Background: an optimization exercise with open tools, aiming at small area and a short achievable clock period. Do not read the settings as production practice.
Function was checked by simulation only, so behaviour that the tests miss may differ from the original.

==> run a <==
// mul64_multi
module mul64_multi(input clk, input [63:0] A, B, output reg [127:0] Y, output done);
reg [63:0] A_r, B_r;
reg [4:0]  st;      
reg [2:0]  Htop;    
wire changed = (A_r != A) | (B_r != B);
always @(posedge clk) begin
	A_r <= A;
	B_r <= B;
	if (changed)
		st <= 5'b00001;
	else
		st <= {st[3:0], 1'b0};
end
assign done = st[4];
function [2:0] bdig;
	input [2:0] t;
	begin
		bdig[0] = t[1] ^ t[0];
		bdig[1] = (t[2] & ~t[1] & ~t[0]) | (~t[2] & t[1] & t[0]);
		bdig[2] = t[2] & ~(t[1] & t[0]);
	end
endfunction
function [23:0] benc;
	input [16:0] x;
	integer k;
	reg [2:0] d;
	begin
		for (k = 0; k < 8; k = k + 1) begin
			d = bdig(x[2*k+2 -: 3]);
			benc[k]      = d[0];
			benc[8+k]    = d[1];
			benc[16+k]   = d[2];
		end
	end
endfunction
wire [16:0] xnx = ({17{st[0]}} & B_r[33:17]) | ({17{st[1]}} & B_r[49:33]) |
                  ({17{st[2]}} & {2'b00, B_r[63:49]});
reg  [23:0] ctl;    
reg  [2:0]  ctl0;   
always @(posedge clk) begin
	ctl  <= changed ? benc(B[17:1]) : benc(xnx);
	ctl0 <= changed ? bdig({B[1:0], 1'b0}) : 3'b000;
end
wire [7:0] one  = ctl[7:0];
wire [7:0] two  = ctl[15:8];
wire [7:0] neg  = ctl[23:16];
wire [7:0] nneg = ~neg;
wire [64:0] ax  = {1'b0, A_r};
wire [64:0] ax2 = {A_r, 1'b0};
wire [64:0] pp0, pp1, pp2, pp3, pp4, pp5, pp6, pp7;
assign pp0 = (({65{one[0]}} & ax) | ({65{two[0]}} & ax2)) ^ {65{neg[0]}};
assign pp1 = (({65{one[1]}} & ax) | ({65{two[1]}} & ax2)) ^ {65{neg[1]}};
assign pp2 = (({65{one[2]}} & ax) | ({65{two[2]}} & ax2)) ^ {65{neg[2]}};
assign pp3 = (({65{one[3]}} & ax) | ({65{two[3]}} & ax2)) ^ {65{neg[3]}};
assign pp4 = (({65{one[4]}} & ax) | ({65{two[4]}} & ax2)) ^ {65{neg[4]}};
assign pp5 = (({65{one[5]}} & ax) | ({65{two[5]}} & ax2)) ^ {65{neg[5]}};
assign pp6 = (({65{one[6]}} & ax) | ({65{two[6]}} & ax2)) ^ {65{neg[6]}};
assign pp7 = (({65{one[7]}} & ax) | ({65{two[7]}} & ax2)) ^ {65{neg[7]}};
wire [64:0] p0  = (({65{ctl0[0]}} & ax) | ({65{ctl0[1]}} & ax2)) ^ {65{ctl0[2]}};
wire lo_c1 = p0[0] & ctl0[2];
wire [1:0] lo = {p0[1] ^ lo_c1, p0[0] ^ ctl0[2]};
wire lo_c2 = p0[1] & lo_c1;
wire [64:0] H  = {Htop, Y[127:66]};
wire [64:0] Hg = H & {65{~st[0]}};
wire [64:0] sl = {ctl0[2] | Hg[64], ctl0[2] | Hg[63], p0[64:2] | Hg[62:0]};
wire nsl64 = ~sl[64];
wire s1, c2;
ha us1(.a(neg[7]), .b(pp0[14]), .s(s1), .co(c2));
wire s3, c4;
ha us3(.a(pp0[15]), .b(pp1[13]), .s(s3), .co(c4));
wire s5, c6;
  ...
==> flow/config.mk <==
export PLATFORM = sky130hd
export DESIGN_NAME = mul64_multi
export DESIGN_NICKNAME = mul64_multi
export VERILOG_FILES = /design/flow/design.v
export SDC_FILE = /design/flow/constraint.sdc
export NUM_CORES = 4
export LEC_CHECK = 0
export CAP_MARGIN = 20
export CORE_MARGIN = 2
export CORE_UTILIZATION = 55
export SLEW_MARGIN = 20
export SYNTH_HIERARCHICAL = 1
==> flow/constraint.sdc <==
create_clock -name core_clock -period 12.0 [get_ports {clk}]
set_input_delay 2.4000 -clock core_clock [delete_from_list [all_inputs] [get_ports {clk}]]
set_output_delay 2.4000 -clock core_clock [all_outputs]
set_load 0.01 [all_outputs]
standard.sh (not shown) runs the stock make flow with config.mk's settings and CLKGATE_MAP_FILE= SYNTH_SCRIPT=/design/flow/synth_recipe.tcl, a recipe that flattens the netlist after the stock synthesis.
==> flow/flow/run.sh <==
#!/bin/bash
set -euo pipefail
bash standard.sh SETUP_SLACK_MARGIN=7.5 finish > flow_make.log 2>&1
==> inputs of run b, as changes to run a <==
==> flow/flow/run.sh (replaced) <==
#!/bin/bash
set -euo pipefail
bash standard.sh SETUP_SLACK_MARGIN=6.5 finish > flow_make.log 2>&1
==> comparison table <==
                                                                  run b       run a
Pre-CTS setup slack                                            5.466 ns    5.736 ns
CP Launch Point                                                 ctl[19]      ctl[8]
Via count of the first global-routing pass                        30480       33340
Slew @ Worst Pin                                              0.9891 ns    1.088 ns
Detailed-routed wire length on met3                            18.20 mm    25.69 mm
Worst r2r dst                                                    Y[116]      Y[124]
Capturing instance or port of the critical path                  Y[116]      Y[124]
Amount of wire on met2 after detailed routing                  64.70 mm    70.88 mm
Fraction of area in non-clock buffers                            10.57%      14.55%
Final core area utilization                                      63.64%      71.10%
Fraction of layout instances using a drive strength above 1      15.10%      28.16%
Outcome                                no timing/DRC/antenna violations  no timing/DRC/antenna violations
Headroom to the max-slew limit                                   33.83%      27.24%
Final Critical Period                                          5.467 ns    5.310 ns
Final instance area                                           41690 µm²   46570 µm²
Average via count per standard cell                               6.746       7.094

-- static timing again, ports no longer ideal --
Ports are ideal in the flow. The routed layouts listed here were re-timed in OpenROAD.
Step 1 assumes that a clkbuf_16 drives the clock port and a buf_2 every other input.
Step 2 times the ports against the registers' clock, not the clock port: input delays grow and output delays shrink by t, the midpoint of the rising clock arrivals with the driver on.
a / b / c = no drivers / after step 1 / after step 2; a / b = the first two.
run | t, ns | setup slack, ns | worst setup path after step 2 | clock arrival spread, ns | worst slew at a driven data input, ns
run a | 0.649 | 6.690 / 6.690 / 6.690 | register to register | 0.019 / 0.019 | 0.14
run b | 0.645 | 6.533 / 6.533 / 6.093 | input to register | 0.034 / 0.033 | 0.08
After both steps setup and hold are still met in every run listed. For run b, which loses most, drivers alone change the setup slack by 0.000 ns; drivers and shift together by -0.440 ns.
